Context: an optimization exercise on an open-source flow, tuned for small area and few clock cycles per item. The choices shown serve that exercise and are no tape-out recipe.
In this exercise RTL edits were held to simulation tests only and were not proved equivalent to the original.

==> flow/design.v (excerpt) <==
module MyDesign (dut_run, dut_busy, reset_b, clk, dut_sram_write_address,
		 dut_sram_write_data, dut_sram_write_enable,
		 dut_sram_read_address,	sram_dut_read_data,
		 dut_wmem_read_address, wmem_dut_read_data);
Size in the first run: roughly 1000 cells after synthesis, about 130 flip-flops, ~11000 sq um of cells after synthesis.
Settings: LEC_CHECK=0, CAP_MARGIN=20, CORE_MARGIN=2, CORE_UTILIZATION=40, GPL_ROUTABILITY_DRIVEN=0, SLEW_MARGIN=20, SYNTH_HIERARCHICAL=1, SYNTH_MINIMUM_KEEP_SIZE=0; clock period 6.0 ns.
standard.sh (not shown) runs the stock make flow with config.mk's settings and CLKGATE_MAP_FILE= SYNTH_SCRIPT=/design/flow/synth_recipe.tcl, a recipe that flattens the netlist after the stock synthesis.
==> flow/flow/run.sh <==
#!/bin/bash
# Layout flow: the standard flow (standard.sh, all ORFS steps) with these
# changes: synthesis maps adders with Yosys's own Brent-Kung carry logic
# instead of ORFS's Kogge-Stone map (SYNTH_OPERATIONS_ARGS set, so the
# -extra-map is not added); the port buffers that global placement puts on
# every input and output use the smallest buffer cell; clock tree synthesis
# uses clkbuf_8 buffers and adds no dummy loads.
set -o pipefail
export SYNTH_OPERATIONS_ARGS="-noshare"
export BUFFER_PORTS_ARGS="-buffer_cell sky130_fd_sc_hd__buf_1"
export CTS_ARGS="-sink_clustering_enable -repair_clock_nets -buf_list sky130_fd_sc_hd__clkbuf_8 -dont_use_dummy_load"
bash standard.sh > standard.log 2>&1
Testbench counts at the start, summed over its fixed seeds: cycles 117,674, macs 306,944.
Next try:
==> flow/flow/run.sh (replaced) <==
#!/bin/bash
# Layout flow: the standard flow (standard.sh, all ORFS steps) with two
# changes: the port buffers that global placement puts on every input and
# output use the smallest buffer cell, and clock tree synthesis uses
# clkbuf_8 buffers and adds no dummy loads.
set -o pipefail
export BUFFER_PORTS_ARGS="-buffer_cell sky130_fd_sc_hd__buf_1"
export CTS_ARGS="-sink_clustering_enable -repair_clock_nets -buf_list sky130_fd_sc_hd__clkbuf_8 -dont_use_dummy_load"
bash standard.sh > standard.log 2>&1
- GPL_ROUTABILITY_DRIVEN: 0 -> unset
Outcome: The changed run produced a clean layout; clock-buffer cell count does not change; via count rose by 6.9%; final area rose by 1.6%; clock skew rose by 0.0048 ns; global-route usage stays flat; first-iteration DRC count rose by 3.0%; critical path depth rose by 3.
Next try:
==> flow/flow/run.sh (replaced) <==
#!/bin/bash
# Layout flow: the standard flow (standard.sh, all ORFS steps) with these
# changes: synthesis maps adders with Yosys's own Brent-Kung carry logic
# instead of ORFS's Kogge-Stone map (SYNTH_OPERATIONS_ARGS set, so the
# -extra-map is not added); the port buffers that global placement puts on
# every input and output use the smallest buffer cell; clock tree synthesis
# uses clkbuf_8 buffers and adds no dummy loads.
set -o pipefail
export SYNTH_OPERATIONS_ARGS="-noshare"
export BUFFER_PORTS_ARGS="-buffer_cell sky130_fd_sc_hd__buf_1"
export CTS_ARGS="-sink_clustering_enable -repair_clock_nets -buf_list sky130_fd_sc_hd__clkbuf_8 -dont_use_dummy_load"
bash standard.sh > standard.log 2>&1
Routed wire length came out lower by 5.3%.
Synthesized cell count came out lower by 5.9%.
Worst setup slack got worse by 0.081 ns.
Sequential share of layout area came out higher by 0.38 points.
Die area came out lower by 1.2%.
Cell count came out lower by 4.9%.
Clock skew came out lower by 0.0048 ns.
Next try:
==> flow/flow/run.sh (replaced) <==
#!/bin/bash
# Layout flow: the standard flow (standard.sh, all ORFS steps) with two
# changes: the port buffers that global placement puts on every input and
# output use the smallest buffer cell, and clock tree synthesis uses
# clkbuf_8 buffers and adds no dummy loads.
set -o pipefail
export BUFFER_PORTS_ARGS="-buffer_cell sky130_fd_sc_hd__buf_1"
export CTS_ARGS="-sink_clustering_enable -repair_clock_nets -buf_list sky130_fd_sc_hd__clkbuf_8 -dont_use_dummy_load"
bash standard.sh > standard.log 2>&1
- CORE_UTILIZATION: 40 -> 60
The new run produced a clean layout.
Final cell count came out lower by a few percent.
Global-route usage came out higher by 8.6 points.
Via count came out higher by a little under a tenth.

[re-timing with driven ports]
Ports are ideal in the flow. The routed layouts listed here were re-timed in OpenROAD. Step 1 sets driving cells, clkbuf_16 on the clock port and buf_2 on the other inputs (assumed; they add their load-dependent delay and slew). Step 2 also shifts input and output timing later by t, the mid clock arrival at the registers, as if the neighbouring blocks saw the same clock. Three values: ideal, step 1, step 2; two values: the first two.
run	t (ns)	setup slack, ns	clock arrival spread, ns	worst register clock-pin slew, ns	pins driven straight from the clock port
the first run	0.494	0.283 / 0.283 / 0.283	0.057 / 0.056	0.11 / 0.11	1
the second run	0.475	0.364 / 0.364 / 0.364	0.049 / 0.048	0.10 / 0.10	1
the third run	0.494	0.283 / 0.283 / 0.283	0.057 / 0.056	0.11 / 0.11	1
the fourth run	0.486	0.292 / 0.292 / 0.292	0.035 / 0.035	0.09 / 0.09	1
After both steps every run listed still meets setup and hold.
